What follows belongs to an exercise in optimizing a design on an open flow for small area; a production flow would make more cautious choices. The RTL was checked by simulation tests, not by an equivalence proof against the original design. No driver is modelled on the clock port, so clocking that relies on it looks cheaper here than on a real chip. Power figures rest on the tool's default switching activity, not on a simulated workload.

$ cat design/flow/flow/run.sh
#!/bin/bash
# Own layout flow: the standard synthesis, then an area-oriented re-mapping
# of the combinational logic (registers, full adders and tie cells kept as they
# are), then the standard ORFS layout with small port buffers, one tie cell
# per constant value and a lighter clock tree.  Each tool writes its full
# output to a log_*.txt file here.
set -euo pipefail
W="$(cd "$(dirname "${BASH_SOURCE[0]}")/.." && pwd)"
cd "$W"
R="$W/orfs/results/${FLOW_PLATFORM:-sky130hd}/VGA/base"
LIB="$FLOW_HOME/platforms/sky130hd/lib/sky130_fd_sc_hd__tt_025C_1v80.lib"

# 1. standard synthesis
bash standard.sh synth > log_1_synth.txt 2>&1
cp "$R/1_2_yosys.v" "$W/standard_1_2_yosys.v"

# 2. re-map the combinational logic for area
DU=""
for c in $(sed -n '/^export DONT_USE_CELLS/,/^#/p' "$FLOW_HOME/platforms/sky130hd/config.mk" | grep -o 'sky130_fd_sc_hd__[a-z0-9_]*'); do
	DU="$DU -dont_use $c"
done
# ABC's deepsyn is randomised: run it with four seeds in parallel and keep
# the smallest netlist.
for S in 1 2 3 4; do
	cat > "$W/area_$S.abc" <<EOA
strash
&get -n
&st
&deepsyn -T 40 -S $S
&put
dch -f
amap
topo
EOA
	cat > "$W/resyn_$S.ys" <<EOY
read_liberty -ignore_miss_func $LIB
blackbox sky130_fd_sc_hd__dfxtp_1 sky130_fd_sc_hd__conb_1 sky130_fd_sc_hd__fa_1
read_verilog $W/standard_1_2_yosys.v
hierarchy -top VGA
flatten
opt_clean -purge
abc -liberty $LIB $DU -script $W/area_$S.abc
read_liberty -lib -overwrite -ignore_miss_func $LIB
opt_clean -purge
hilomap -singleton -hicell sky130_fd_sc_hd__conb_1 HI -locell sky130_fd_sc_hd__conb_1 LO
insbuf -buf sky130_fd_sc_hd__buf_1 A X
splitnets
opt_clean -purge
check -assert
tee -o $W/resyn_stat_$S.txt stat -liberty $LIB
write_verilog -noattr -nohex -nodec $W/resyn_$S.v
EOY
	yosys -s "$W/resyn_$S.ys" > "log_2_resyn_$S.txt" 2>&1 &
done
wait
best=$(for S in 1 2 3 4; do
	a=$(grep "Chip area" "$W/resyn_stat_$S.txt" 2>/dev/null | awk '{print $NF}')
	if [[ -n "$a" ]]; then echo "$a $S"; fi
done | sort -g | head -n 1 | awk '{print $2}')
best_area=$(grep "Chip area" "$W/resyn_stat_$best.txt" | awk '{print $NF}')
echo "kept seed $best, area $best_area" > log_2_resyn_choice.txt
cp "$W/resyn_$best.v" "$R/1_2_yosys.v"

# 3. rebuild the synthesis database from the new netlist
bash standard.sh do-1_synth > log_3_synth_odb.txt 2>&1

# 4. the rest of the standard layout
bash standard.sh finish \
	"BUFFER_PORTS_ARGS=-buffer_cell sky130_fd_sc_hd__buf_1" \
	"SKIP_REPAIR_TIE_FANOUT=1" \
	"POST_CTS_TCL=$W/flow/post_cts.tcl" \
	"CTS_ARGS=-sink_clustering_enable -repair_clock_nets -buf_list sky130_fd_sc_hd__clkbuf_8 -dont_use_dummy_load" \
	> log_4_layout.txt 2>&1
$ cat design/flow/flow/post_cts.tcl
# After clock tree synthesis: leaf clock buffers that drive nine flip-flops or
# fewer are swapped from clkbuf_8 to clkbuf_4 (smaller; their clock-pin slew
# stays well under the limit).
set n 0
foreach inst [get_cells clkbuf_*] {
  set m [get_property $inst ref_name]
  if {$m != "sky130_fd_sc_hd__clkbuf_8"} { continue }
  set out [get_pins -of_objects $inst -filter "direction == output"]
  set net [get_nets -of_objects $out]
  set loads [get_pins -of_objects $net -filter "direction == input"]
  set nff 0
  set nother 0
  foreach l $loads {
    if {[string match "*dfxtp*" [get_property [get_cells -of_objects $l] ref_name]]} { incr nff } else { incr nother }
  }
  if {$nother == 0 && $nff <= 9} {
    replace_cell $inst sky130_fd_sc_hd__clkbuf_4
    incr n
  }
}
puts "post_cts: resized $n leaf clock buffers"
$ cat design/flow/standard.sh
#!/bin/bash
# synth_recipe.tcl (not shown) runs the flow's synth.tcl, then flattens the netlist and writes it again
# the make line also repeats each setting of config.mk as NAME=value (left out here)
make -C /OpenROAD-flow-scripts/flow DESIGN_CONFIG=/design/flow/config.mk WORK_HOME=/design/flow/orfs CLKGATE_MAP_FILE= SYNTH_SCRIPT=/design/flow/synth_recipe.tcl "${@:-finish}"
$ cat design/flow/config.mk
export PLATFORM = sky130hd
export DESIGN_NAME = VGA
export DESIGN_NICKNAME = VGA
export VERILOG_FILES = /design/flow/design.v
export SDC_FILE = /design/flow/constraint.sdc
export NUM_CORES = 4
export LEC_CHECK = 0
export CAP_MARGIN = 20
export CORE_MARGIN = 2
export CORE_UTILIZATION = 40
export SLEW_MARGIN = 20
$ cat design/flow/constraint.sdc
create_clock -name core_clock -period 10.0 [get_ports {CLOCK_50}]
set_input_delay 2.0000 -clock core_clock [delete_from_list [all_inputs] [get_ports {CLOCK_50}]]
set_output_delay 2.0000 -clock core_clock [all_outputs]
set_load 0.01 [all_outputs]
$ cat design/flow/design.v
module VGA(CLOCK_50, reset, VGA_R, VGA_G, VGA_B, VGA_HS, VGA_VS, SW, PaddleBtn, PauseBtn, HEX0_D, HEX1_D, HEX2_D, LEDG);
input		wire				CLOCK_50;
input		wire				reset;
input 	wire	[9:0]		SW;
input		wire	[1:0]		PaddleBtn;
input		wire				PauseBtn;
output 	wire 	[2:0]		LEDG;
output 	wire 	[6:0]		HEX0_D;
output 	wire 	[6:0]		HEX1_D;
output 	wire 	[6:0]		HEX2_D;
output	wire	[3:0]		VGA_R;
output	wire	[3:0]		VGA_G;
output	wire	[3:0]		VGA_B;
output	wire	[0:0]		VGA_HS;
output	wire	[0:0]		VGA_VS;
function [10:0] add;
	input [10:0] a;
	input [10:0] b;
	input        ci;
	integer i;
	reg c;
	begin
		c = ci;
		for (i = 0; i < 11; i = i + 1) begin
			add[i] = a[i] ^ b[i] ^ c;
			c = (a[i] & b[i]) | (c & (a[i] ^ b[i]));
		end
	end
endfunction
function [9:0] updn;
	input [9:0] q;
	input       en;
	input       dn;
	integer i;
	reg c;
	begin
		c = en;
		for (i = 0; i < 10; i = i + 1) begin
			updn[i] = q[i] ^ c;
			c = c & (q[i] ^ dn);
		end
	end
endfunction
function ltu;
	input [10:0] a;
	input [10:0] b;
	integer i;
	reg lt;
	begin
		lt = 1'b0;
		for (i = 0; i < 11; i = i + 1)
			lt = (~a[i] & b[i]) | (~(a[i] ^ b[i]) & lt);
		ltu = lt;
	end
endfunction
reg [9:0] hx;
reg [9:0] vy;
reg       vs_r;
wire      hend = (hx == 10'd640);
wire [9:0] hx_i = updn(hx, 1'b1, 1'b0);
wire [9:0] vy_i = updn(vy, 1'b1, 1'b0);
always @(posedge CLOCK_50) begin
	if (reset) begin
		hx <= 10'd864;
		vy <= 10'd979;
	end else if (hend) begin
		hx <= 10'd865;
		vy <= (vy == 10'd480) ? 10'd980 : vy_i;
	end else
		hx <= hx_i;
end
always @(posedge CLOCK_50) begin
	if (reset)               vs_r <= 1'b1;
	else if (vy == 10'd989)  vs_r <= 1'b0;
	else if (vy == 10'd991)  vs_r <= 1'b1;
end
assign VGA_HS = ~(~ltu({1'b0, hx}, 11'd881) & ltu({1'b0, hx}, 11'd977));
assign VGA_VS = vs_r;
reg [9:0] bx;         
reg [9:0] by;         
reg       vr;         
reg       vu;         
reg       vd;         
reg [3:0] s1;         
reg [3:0] s2;         
reg [8:0] p1;         
reg [8:0] p2m;        
reg [8:0] p2a;        
reg       pause;
wire [8:0] p2 = SW[8] ? p2a : p2m;
reg [8:0]  c20;
reg        c20h;
reg [7:0]  c30;
reg [11:0] tlo;
reg [9:0]  thi;
reg        clk_q;
wire dclr  = reset | SW[9];
wire c20_z = (c20 == 9'd0);
wire c20_l = (c20 == 9'd333);
wire c30_z = (c30 == 8'd0);
wire c30_l = (c30 == 8'd165);
always @(posedge CLOCK_50) begin
	if (dclr || c20_l) c20 <= 9'd0; else c20 <= {c20[7:0], ~(c20[8] ^ c20[4])};
	if (dclr) c20h <= 1'b0; else c20h <= c20h ^ c20_l;
	if (dclr || c30_l) c30 <= 8'd0; else c30 <= {c30[6:0], ~(c30[7] ^ c30[5] ^ c30[4] ^ c30[3])};
end
wire bx0   = (bx == 10'd0);
wire bx640 = (bx == 10'd640);
wire score = bx0 | bx640;
wire tlo_l = (tlo == 12'd2048);
wire [9:0] thi_i = updn(thi, tlo_l, 1'b0);
always @(posedge CLOCK_50) begin
	if (reset || score) begin
		tlo <= 12'd0;
		thi <= 10'd0;
	end else begin
		tlo <= {tlo[10:0], ~(tlo[11] ^ tlo[5] ^ tlo[3] ^ tlo[0]) ^ (&tlo[10:0])};
		thi <= thi_i;
	end
end
wire clk20 = c20_z;
wire clk10 = c20_z & ~c20h;
wire clk30 = c30_z;
wire gclk = ltu({1'b0, thi}, 11'd30) ? clk10 : ltu({1'b0, thi}, 11'd60) ? clk20 : clk30;
always @(posedge CLOCK_50) clk_q <= reset | gclk;
wire tick = gclk & ~clk_q;
always @(posedge CLOCK_50) begin
	if (reset) pause <= 1'b0;
	else if (tick) begin
		if (score) pause <= 1'b1;
		else if (!PauseBtn) pause <= 1'b0;
	end
end
assign LEDG = {2'b00, pause};
wire [8:0]  pe = tick ? p2 : p1;
wire [10:0] e  = add({1'b0, by}, ~{2'b00, pe}, 1'b1) ^ 11'h400;
wire e_lo  = ltu(e, (11'h400 + (-9)));      
wire e_hi  = ~ltu(e, (11'h400 + (61)));     
wire e_hit = ~ltu({2'b00, pe}, 11'd9) & ~e_lo & ~e_hi;
wire e_a   = ltu(e, (11'h400 + (15)));
wire e_b   = ltu(e, (11'h400 + (37)));
wire play  = tick & ~pause;
wire p1_up = ltu({2'b00, p1}, 11'd420);
wire p1_dn = |p1;
wire p1_en = play & ~SW[0] & (~PaddleBtn[0] ? p1_up : ~PaddleBtn[1] & p1_dn);
wire [9:0] p1_n = updn({1'b0, p1}, p1_en, PaddleBtn[0]);
wire p2_up = ltu({2'b00, p2m}, 11'd420);
wire p2_dn = |p2m;
wire p2_en = play & SW[0] & ~SW[8] & (~PaddleBtn[0] ? p2_up : ~PaddleBtn[1] & p2_dn);
wire [9:0] p2m_n = updn({1'b0, p2m}, p2_en, PaddleBtn[0]);
wire by_ai  = ~ltu({1'b0, by}, 11'd30) & ltu({1'b0, by}, 11'd451);
wire ai_dec = e_lo;
wire ai_inc = e_hi;
wire ai_en  = tick & SW[8] & by_ai & (ai_dec | ai_inc);
wire [9:0] p2a_n = updn({1'b0, p2a}, ai_en, ai_dec);
always @(posedge CLOCK_50) begin
	if (reset) begin
		p1  <= 9'd210;
		p2m <= 9'd210;
		p2a <= 9'd210;
	end else begin
		p1  <= p1_n[8:0];
		p2m <= p2m_n[8:0];
		p2a <= p2a_n[8:0];
	end
end
reg  hit1, sec1a, sec1b;
always @(posedge CLOCK_50) begin
	hit1  <= e_hit;
	sec1a <= e_a;
	sec1b <= e_b;
end
wire hit2  = e_hit;
wire sec2a = e_a;
wire sec2b = e_b;
reg       nr, nu, nd;
reg [3:0] ns1, ns2;
always @(*) begin
	nr = vr; nu = vu; nd = vd;
	ns1 = s1; ns2 = s2;
	if (by == 10'd0) begin
		nr = vr & vu; nu = 1'b0; nd = 1'b1;
	end else if (by == 10'd470) begin
		nr = vr & vd; nu = 1'b1; nd = 1'b0;
	end
	if (bx == 10'd9) begin
		if (hit1) begin
			nr = 1'b1; nu = sec1a; nd = ~sec1b;
		end
	end else if (bx == 10'd621) begin
		if (hit2) begin
			nr = 1'b0; nu = sec2a; nd = ~sec2b;
		end
	end
	if (bx0) begin
		nr = 1'b0; nu = 1'b0; nd = 1'b0;
		ns2 = (s2 == 4'd9) ? 4'd0 : s2 + 4'd1;
	end else if (bx640) begin
		nr = 1'b1; nu = 1'b0; nd = 1'b0;
		ns1 = (s1 == 4'd9) ? 4'd0 : s1 + 4'd1;
	end
end
wire [9:0] bx_n = updn(bx, play, ~nr);
wire [9:0] by_n = updn(by, play & (nu | nd), nu);
always @(posedge CLOCK_50) begin
	if (reset) begin
		bx <= 10'd320; by <= 10'd235;
		vr <= 1'b1; vu <= 1'b0; vd <= 1'b0;
		s1 <= 4'd0; s2 <= 4'd0;
	end else if (play & score) begin
		bx <= bx640 ? 10'd321 : 10'd319; by <= 10'd235;
		vr <= nr; vu <= nu; vd <= nd;
		s1 <= ns1; s2 <= ns2;
	end else begin
		bx <= bx_n; by <= by_n;
		if (play) begin
			vr <= nr; vu <= nu; vd <= nd;
		end
	end
end
function [6:0] seg;
	input [3:0] v;
	begin
		seg[0] = (~v[3] & ~v[2] & ~v[1] & v[0]) | (v[2] & ~v[1] & ~v[0]);
		seg[1] = v[2] & (v[1] ^ v[0]);
		seg[2] = ~v[2] & v[1] & ~v[0];
		seg[3] = seg[0] | (v[2] & v[1] & v[0]);
		seg[4] = (v[2] & ~v[1]) | v[0];
		seg[5] = (~v[3] & ~v[2] & v[0]) | (~v[2] & v[1]) | (v[1] & v[0]);
		seg[6] = (~v[3] & ~v[2] & ~v[1]) | (v[2] & v[1] & v[0]);
	end
endfunction
assign HEX0_D = seg(s2);
assign HEX2_D = seg(s1);
assign HEX1_D = 7'b0111111;
wire [8:0]  pv  = hx[9] ? p2 : p1;
wire [10:0] dpy = add({2'b00, vy[8:0]}, ~{2'b00, pv}, 1'b0);
wire [10:0] dbx = add({1'b0, hx}, ~{1'b0, bx}, 1'b0);
wire [10:0] dby = add({2'b00, vy[8:0]}, ~{2'b00, by[8:0]}, 1'b0);
wire in_px   = (~hx[9] & ~hx[8] & ~hx[7] & ~hx[6] & ~hx[5] & ~hx[4] & (hx[3:0] != 4'd0) & ltu({7'd0, hx[3:0]}, 11'd10))
             | (hx[9] & ~hx[8] & hx[6] & hx[5] & hx[4] & (hx[3] | (hx[2] & hx[1] & hx[0])));
wire in_py   = ~dpy[10] & ltu(dpy, 11'd59);
wire in_bx   = ~dbx[10] & (dbx[9:4] == 6'd0) & ~(dbx[3] & (dbx[2:0] != 3'd0));
wire in_by   = ~by[9] & ~dby[10] & (dby[9:4] == 6'd0) & ~(dby[3] & (dby[2:0] != 3'd0));
wire in_line = ((hx == 10'd325) || (hx == 10'd326)) && (vy[3:0] != 4'd0) && ltu({7'd0, vy[3:0]}, 11'd13);
wire vis = ~ltu({1'b0, hx}, 11'd1) & ltu({1'b0, hx}, 11'd641) & ltu({1'b0, vy}, 11'd480);
reg pix0, pix1, pix2;
always @(posedge CLOCK_50) begin
	pix0 <= (in_px & in_py) | (in_bx & in_by) | in_line;
	pix1 <= pix0;
	pix2 <= ~reset & vis & pix1;
end
assign VGA_R = {4{pix2}};
assign VGA_G = {4{pix2}};
assign VGA_B = {4{pix2}};
endmodule
==> flow_metrics.tcl, run 1 <==
set metrics [dict create \
    powerDensity_nw_per_um2 114 \
    min_period_ns 8.79 \
    syn_to_final_growth_pct 7.06 \
    final_core_util 0.432 \
    io_pins 53 \
    dp_slack_ns 0.852 \
    worst_hold_path.endpoint "pix1" \
    cpMostUsedCell "fa_1" \
    setup_viol 0 \
    drive_gt1_frac 0.0264 \
    path_class "input pin to register" \
    grtUsageMet1 0.250 \
    r2r_setup_slack_ns 1.59 \
    maxSlewViolCount 0 \
    hold_start "pix0" \
    slew_headroom 0.477 \
    fin_cells 1172 \
    power_switching_uw 213 \
    hp-class "register to register" \
    grtUsageMet3 0.0397 \
    dpl.hpwl_um 12400 \
    port_buffers 36 \
    switching_share 0.253 \
    num-nets-final 997 \
    peakVddDrop_mv 0.0768 \
    cts_tree "built" \
    insertedDiodeCount 0 \
    die_x_um 135 \
    std_cell_rows 48 \
    clock_sinks 127 \
    grt_max_degree 43 \
    cp_slowest_cell "fa_1" \
    clk_pin_slew_worst_paths_ns 0.10 \
    hold_depth 0 \
    power_frac_comb 0.078 \
    synth_area_um2 6910 \
    routed_wl_um 16000 \
    p_int_uw 630 \
    via_count 6271 \
    netlist_instances 923 \
    crit_path_end_kind "register" \
    maxCapViolCount 0 \
    fmax_mhz 114 \
    tightest_slew_ns 0.781 \
    fillers 1784 \
    vias_per_cell 5.35 \
    wire_per_inst_um 13.7 \
    crit_required_ns 10.31 \
    drt-initial-drc-count 379 \
    floorplan.initialDensity 0.404 \
    dr.pass1.iters 5 \
    drc_errors 0 \
    hold_ws_ns 0.315 \
    grt_overflow 0 \
    insertion_delay_ns 0.43 \
    fin_ws_ns 1.21 \
    grt_pass1_vias 5744 \
    busiest_layer "met2" \
    startpoint_type "input pin" \
    coreArea_um2 17100 \
    clockPowerShare 0.307 \
    rr_endpoint "by[9]" \
    finalHoldViolations 0 \
    grt_pass1_wl_um 27300 \
    grtUsageMet2 0.300 \
    yosysWarnings 1 \
    chipHeight_um 135 \
    gp_congestion 0.892 \
    p_seq_frac 0.615 \
    fin_worst_skew_ns 0.0339 \
    tns_ns 0 \
    reg2reg_from "c20[7]" \
    leakage_nw 2.50 \
    r2r_cells 42 \
    placed_cells 1155 \
    syn_nets 971 \
    slowest_delay_ns 0.45 \
    period_share 0.879 \
    rsz0062_at_grt "false" \
    path_max_fanout 12 \
    dieArea_um2 18300 \
    cp_data_arrival_time_ns 9.11 \
    ant_nets 0 \
    antenna_found_initial 0 \
    globalRouteTotalUtil 0.187 \
    status "no timing/DRC/antenna violations" \
    avgSynthCellArea_um2 7.49 \
]
==> sequential cells by signal, summed over array words and instances (netlist names), 4 cells and up <==
name,flops
bx,10
by,10
c20,9
c30,8
hx,10
p1,9
p2a,9
p2m,9
s1,4
s2,4
thi,10
tlo,12
vy,10
==> per-stage QoR <==
step / cell area [um2] / power [mW]
floorplan: 6910 / 0.574
global placement: 7250 / 0.595
detailed placement: 7250 / 0.596
global route: 7400 / 0.883
finish: 7400 / 0.843
==> cell usage in the layout, fill, tap and decap left out, types with 3 or more instances in the layout <==
cell,n
buf_1,35
nand2_1,59
nand4_1,16
nand3_1,15
o22ai_1,26
dfxtp_1,127
a31oi_1,13
nor2b_1,8
clkinv_1,149
or3_1,3
buf_4,7
a22oi_1,7
or4_1,5
o21a_1,3
o221ai_1,15
o31ai_1,3
nor2_1,167
fa_1,33
nor4_1,15
nor4b_1,3
and3_1,12
nor3_1,54
clkbuf_8,4
a221oi_1,11
or2_0,10
o21ai_0,59
a211oi_1,20
o211ai_1,7
a21oi_1,30
clkbuf_4,13
==> power by group through the flow <==
stage	combinational (mW)	sequential, mW	clock [mW]
2_1_floorplan	0.0450	0.529	0
3_3_place_gp	0.0646	0.530	0
3_5_place_dp	0.0656	0.531	0
5_1_grt	0.0748	0.520	0.288
6_report	0.0658	0.519	0.259
==> critical path, delay by kind of cell <==
| family | cells | cell delay, ns |
|---|---|---|
| adder cells (fa/ha/maj) | 8 | 2.39 |
| AND/OR/NAND/NOR | 13 | 2.10 |
| AO/OA/AOI/OAI | 8 | 1.56 |
| buffers and inverters | 7 | 1.06 |
==> layout make-up <==
class	instances	area, um2	area share
multi-input combinational	611	3670	0.497
sequential	127	2540	0.344
inverter	149	559	0.0756
tap	225	282	0.0381
timing repair buffer	43	189	0.0255
clock buffer	17	153	0.0206
==> per-layer routing <==
metal	vias to the layer above	share of wire
met2	138	0.46
met1	2883	0.48
li1	3224	-
met5	-	0
met4	0	0.018
met3	26	0.041
==> how the worst max path moves through the flow <==
stage | start | to | slack [ns] | cells after the start
3_5_place_dp | SW[8] | by[9] | 0.85 | 36
3_3_place_gp | SW[8] | by[9] | 0.95 | 36
6_report | SW[8] | by[9] | 1.21 | 36
5_1_grt | SW[8] | by[9] | 0.46 | 37
2_1_floorplan | SW[8] | by[9] | 1.86 | 34
==> run 2, diff against run 1 <==
--- a/design/flow/flow/run.sh
+++ b/design/flow/flow/run.sh
@@ -26,7 +26,7 @@
 strash
 &get -n
 &st
-&deepsyn -T 40 -S $S
+&deepsyn -T 60 -S $S
 &put
 dch -f
 amap
==> run 2 against run 1 <==
Synthesized cell count fell by 0.65%. Global-route usage shrank 0.15 points. Cell count shrank 1.4%. First-iteration DRC count decreased by 9.2%. Fmax down 1.4%. Design area down 1.4%. Register-to-register slack worse by 0.16 ns. Via count is 3.6% lower. Combinational power decreased by 4.1%. Critical path type unchanged.
==> flow_metrics.tcl, run 2 <==
set metrics [dict create \
    grt_max_degree 39 \
    maxSlewViolCount 0 \
    antenna_found_initial 0 \
    cts_tree "built" \
    clock_sinks 127 \
    r2r_setup_slack_ns 1.43 \
    final_cell_mix "nor2_1 (180), clkinv_1 (145), dfxtp_1 (127), o21ai_0 (65), nor3_1 (53)" \
    synth_area_um2 6850 \
    drt-initial-drc-count 344 \
    rsz0062_at_grt "false" \
    via_count 6043 \
    leakage_nw 2.43 \
    hp-class "register to register" \
    tightest_slew_ns 0.754 \
    dieArea_um2 18200 \
    largest-register "tlo" \
    switching_share 0.253 \
    netlist_instances 917 \
    grt_overflow 0 \
    syn_to_final_growth_pct 6.48 \
    drc_errors 0 \
    setup_viol 0 \
    period_share 0.892 \
    coreArea_um2 16600 \
    p_seq_frac 0.614 \
    status "no timing/DRC/antenna violations" \
    path_max_fanout 14 \
    wire_per_inst_um 13.6 \
    yosysWarnings 1 \
    vias_per_cell 5.23 \
    cp_data_arrival_time_ns 9.23 \
    globalRouteTotalUtil 0.186 \
    insertedDiodeCount 0 \
    maxCapViolCount 0 \
    cp_slowest_cell "a211oi_1" \
    num-nets-final 986 \
    powerDensity_nw_per_um2 115 \
    fin_worst_skew_ns 0.0293 \
    syn_nets 965 \
    dr.pass1.iters 5 \
    crit_required_ns 10.31 \
    clk_pin_slew_worst_paths_ns 0.08 \
    power_frac_comb 0.075 \
    final_common_cell "nor2_1" \
    clockPowerShare 0.311 \
    cpMostUsedCell "fa_1" \
    p_int_uw 629 \
    multi_input_area_um2 3630 \
    fmax_mhz 112 \
    path_class "input pin to register" \
    avgSynthCellArea_um2 7.47 \
    largest_reg_flops 12 \
    dpl.hpwl_um 12000 \
    power_switching_uw 213 \
    tns_ns 0 \
    slowest_delay_ns 0.51 \
    seq_area_um2 2540 \
    min_period_ns 8.92 \
    crit_path_end_kind "register" \
    routed_wl_um 15700 \
    fillers 1738 \
    peakVddDrop_mv 0.0971 \
    finalHoldViolations 0 \
    cp_top_family "compound AO/OA/AOI/OAI gates" \
    floorplan.initialDensity 0.412 \
    grt_pass1_vias 5546 \
    ant_nets 0 \
    io_pins 53 \
    gp_congestion 0.865 \
    insertion_delay_ns 0.42 \
    startpoint_type "input pin" \
    grt_pass1_wl_um 27000 \
    slew_headroom 0.493 \
    drive_gt1_frac 0.0214 \
    fin_total_pwr_uw 841 \
    chipHeight_um 135 \
    std_cell_rows 47 \
    die_x_um 135 \
    port_buffers 36 \
    critPathBufInv 6 \
]
==> run 2: power groups by stage <==
stage               Combinational (mW)  Clock (mW)  Sequential, mW
finish                          0.0631       0.262           0.517
global route                    0.0723       0.294           0.518
detailed placement              0.0623           0           0.529
global placement                0.0621           0           0.528
floorplan                       0.0443           0           0.527
==> run 2: path summary, 6_finish.rpt <==
check / start / to / depth (start not counted)
hold reg to reg: pix0 / pix1 / 0
setup / recovery: SW[8] / by[8] / 30
setup reg to reg: thi[3] / by[8] / 34
hold / removal: pix0 / pix1 / 0
==> run 2: per-stage QoR <==
stage | hold WS (ns) | worst slack [ns] | utilization | instances | area, um2
finish | 0.333 | 1.08 | 0.438 | 1156 | 7290
global route | 0.341 | 0.246 | 0.438 | 1156 | 7290
detailed placement | 0.318 | 0.743 | 0.429 | 1139 | 7140
global placement | 0.312 | 0.902 | 0.429 | 1139 | 7140
floorplan | 0.310 | 2.23 | - | 917 | 6850
==> run 2: area by class of cell <==
type                    instances  share of cell area
multi-input cells             609               0.497
repair buffers                 38              0.0208
inverters                     145              0.0746
well taps                     220              0.0377
flip-flops and latches        127               0.349
clock buffers                  17              0.0209
==> run 2: routing by layer <==
layer / part of all wire / global-route usage / vias to the layer above
met3: 0.046 / 0.0417 / 15
met2: 0.43 / 0.281 / 114
met4: 0.012 / 0.0485 / 0
li1: - / - / 3183
met5: 0 / 0 / -
met1: 0.51 / 0.268 / 2731
==> run 3, diff against run 2 <==
--- a/design/flow/flow/run.sh
+++ b/design/flow/flow/run.sh
@@ -19,14 +19,14 @@
 for c in $(sed -n '/^export DONT_USE_CELLS/,/^#/p' "$FLOW_HOME/platforms/sky130hd/config.mk" | grep -o 'sky130_fd_sc_hd__[a-z0-9_]*'); do
 	DU="$DU -dont_use $c"
 done
-# ABC's deepsyn is randomised: run it with four seeds in parallel and keep
-# the smallest netlist.
-for S in 1 2 3 4; do
+# ABC's deepsyn is randomised: run it with eight seeds, four at a time, and
+# keep the smallest netlist.
+for S in 1 2 3 4 5 6 7 8; do
 	cat > "$W/area_$S.abc" <<EOA
 strash
 &get -n
 &st
-&deepsyn -T 60 -S $S
+&deepsyn -T 75 -S $S
 &put
 dch -f
 amap
@@ -51,9 +51,10 @@
 write_verilog -noattr -nohex -nodec $W/resyn_$S.v
 EOY
 	yosys -s "$W/resyn_$S.ys" > "log_2_resyn_$S.txt" 2>&1 &
+	if [[ $S == 4 ]]; then wait; fi
 done
 wait
-best=$(for S in 1 2 3 4; do
+best=$(for S in 1 2 3 4 5 6 7 8; do
 	a=$(grep "Chip area" "$W/resyn_stat_$S.txt" 2>/dev/null | awk '{print $NF}')
 	if [[ -n "$a" ]]; then echo "$a $S"; fi
 done | sort -g | head -n 1 | awk '{print $2}')
==> run 3 against run 2 <==
Still clean on timing, DRC and antenna. Largest power group unchanged. Fmax up 2.1%. Combinational power up 2%. Area after synthesis about the same. Design area up 0.34%. Global-route usage down 0.36 points. Sequential cell count unchanged. Wire length up 1.0%. Clock skew down 0.0027 ns. Clock-buffer cell count unchanged. Non-clock buffer count up 1. First-iteration DRC count up 17%. Setup slack better by 0.18 ns.
==> flow_metrics.tcl, run 3 <==
set metrics [dict create \
    status "no timing/DRC/antenna violations" \
    routed_wl_um 15900 \
    syn_to_final_growth_pct 6.87 \
    std_cell_rows 47 \
    critPathBufInv 6 \
    globalRouteTotalUtil 0.182 \
    dieArea_um2 18200 \
    hold_start "pix0" \
    insertedDiodeCount 0 \
    powerDensity_nw_per_um2 118 \
    floorplan.initialDensity 0.412 \
    largest-register "tlo" \
    fillers 1742 \
    final_cell_mix "nor2_1 (174), clkinv_1 (151), dfxtp_1 (127), o21ai_0 (53), nand2_1 (52)" \
    rr_endpoint "by[8]" \
    cp_data_arrival_time_ns 9.09 \
    reg2reg_from "thi[3]" \
    drt-initial-drc-count 403 \
    startpoint "SW[8]" \
    grt_pass1_vias 5514 \
    tightest_slew_ns 0.850 \
    crit_path_end_kind "register" \
    io_pins 53 \
    antenna_found_initial 0 \
    via_count 6110 \
    r2r_cells 38 \
    rsz0062_at_grt "false" \
    clock_sinks 127 \
    path_max_fanout 11 \
    fin_worst_skew_ns 0.0267 \
    peakVddDrop_mv 0.0895 \
    yosysWarnings 1 \
    crit_required_ns 10.35 \
    slew_headroom 0.431 \
    period_share 0.874 \
    grt_pass1_wl_um 26600 \
    worst_hold_path.endpoint "pix1" \
    maxCapViolCount 0 \
    chipHeight_um 135 \
    ant_nets 0 \
    cp_slowest_cell "fa_1" \
    path_class "input pin to register" \
    netlist_instances 911 \
    final_area_um2 7320 \
    placed_area_um2 7150 \
    gp_congestion 0.836 \
    largest_reg_flops 12 \
    placed_cells 1134 \
    dp_slack_ns 1.01 \
    dr.pass1.iters 6 \
    synth_area_um2 6850 \
    clk_pin_slew_worst_paths_ns 0.09 \
    min_period_ns 8.74 \
    maxSlewViolCount 0 \
    cp_top_family "adder cells" \
    syn_nets 959 \
    drive_gt1_frac 0.0226 \
    tns_ns 0 \
    dpl.hpwl_um 12000 \
    fmax_mhz 114 \
    coreArea_um2 16600 \
    die_x_um 135 \
    slowest_delay_ns 0.41 \
    fin_ws_ns 1.26 \
    final_common_cell "nor2_1" \
    insertion_delay_ns 0.43 \
    fin_cells 1151 \
    startpoint_type "input pin" \
    grt_max_degree 42 \
    finalHoldViolations 0 \
    grt_overflow 0 \
    cts_tree "built" \
    num-nets-final 981 \
    hold_depth 0 \
    drc_errors 0 \
    r2r_setup_slack_ns 1.66 \
    vias_per_cell 5.31 \
    hp-class "register to register" \
    setup_viol 0 \
    port_buffers 36 \
    wire_per_inst_um 13.8 \
    avgSynthCellArea_um2 7.52 \
    leakage_nw 2.44 \
]
-- run 3: layout make-up --
type,count,area [um2],area share
Clock buffer,17,171,0.0234
Inverter,151,567,0.0774
Multi-Input combinational cell,597,3600,0.492
Sequential cell,127,2540,0.347
Tap cell,220,275,0.0376
Timing Repair Buffer,39,159,0.0217
-- run 3: layer usage --
layer,GRT usage,share of wire
met3,0.0465,0.042
met4,0.0363,0.0061
met1,0.254,0.50
met2,0.287,0.45
met5,0,0
-- run 3: through the flow --
stage | hold slack (ns) | util | power (mW)
after global placement | 0.312 | 0.430 | 0.593
after detailed placement | 0.319 | 0.430 | 0.593
after floorplan | 0.310 | - | 0.574
after global routing | 0.367 | 0.440 | 0.905
final | 0.349 | 0.440 | 0.861
-- run 3: report_power, final --
part / internal [mW] / total (mW) / switching [mW]
combinational: 0.0212 / 0.0644 / 0.0431
clock: 0.108 / 0.279 / 0.171
sequential: 0.512 / 0.518 / 0.00525
-- run 3: worst max path at each step --
| stage | to | cells after the start | slack [ns] |
|---|---|---|---|
| floorplan | by[8] | 34 | 2.43 |
| global placement | by[8] | 35 | 1.06 |
| detailed placement | by[8] | 35 | 1.01 |
| global route | by[8] | 35 | 0.72 |
| finish | by[8] | 35 | 1.26 |
-- run 3: worst register-to-register path, delay by kind of cell, from the launching register on --
kind	cells	cell delay, ns
buf+inv	5	1.24
compound gates	7	1.20
fa+ha+maj	8	2.38
flops	1	0.35
simple gates	18	3.14

[separate check: timing with driven ports]
No port has a modelled driver above. Below, the same layouts with a new extraction and two added sets of constraints.
Step 1, drivers: a clkbuf_16 drives CLOCK_50 and a buf_2 each remaining input, both assumed.
Step 2 adds t to the input delays and takes it off the output delays; t is the mean of the earliest and latest rising clock arrival at the registers after step 1. Input paths then give back, and output paths get back, about the clock's delay inside the block.
Three values: no drivers, after step 1, after step 2; two values: the first two.
| run | t, ns | setup slack, ns | hold WS [ns] |
|---|---|---|---|
| run 1 | 0.449 | 1.207 / 1.219 / 0.771 | 0.315 / 0.315 / 0.315 |
| run 2 | 0.444 | 1.083 / 1.096 / 0.653 | 0.333 / 0.333 / 0.333 |
| run 3 | 0.452 | 1.263 / 1.249 / 0.797 | 0.349 / 0.349 / 0.349 |
After both steps setup and hold are still met in every run listed. The setup slack of run 3, which loses most, moves by -0.014 ns with the drivers and by -0.466 ns with both steps.
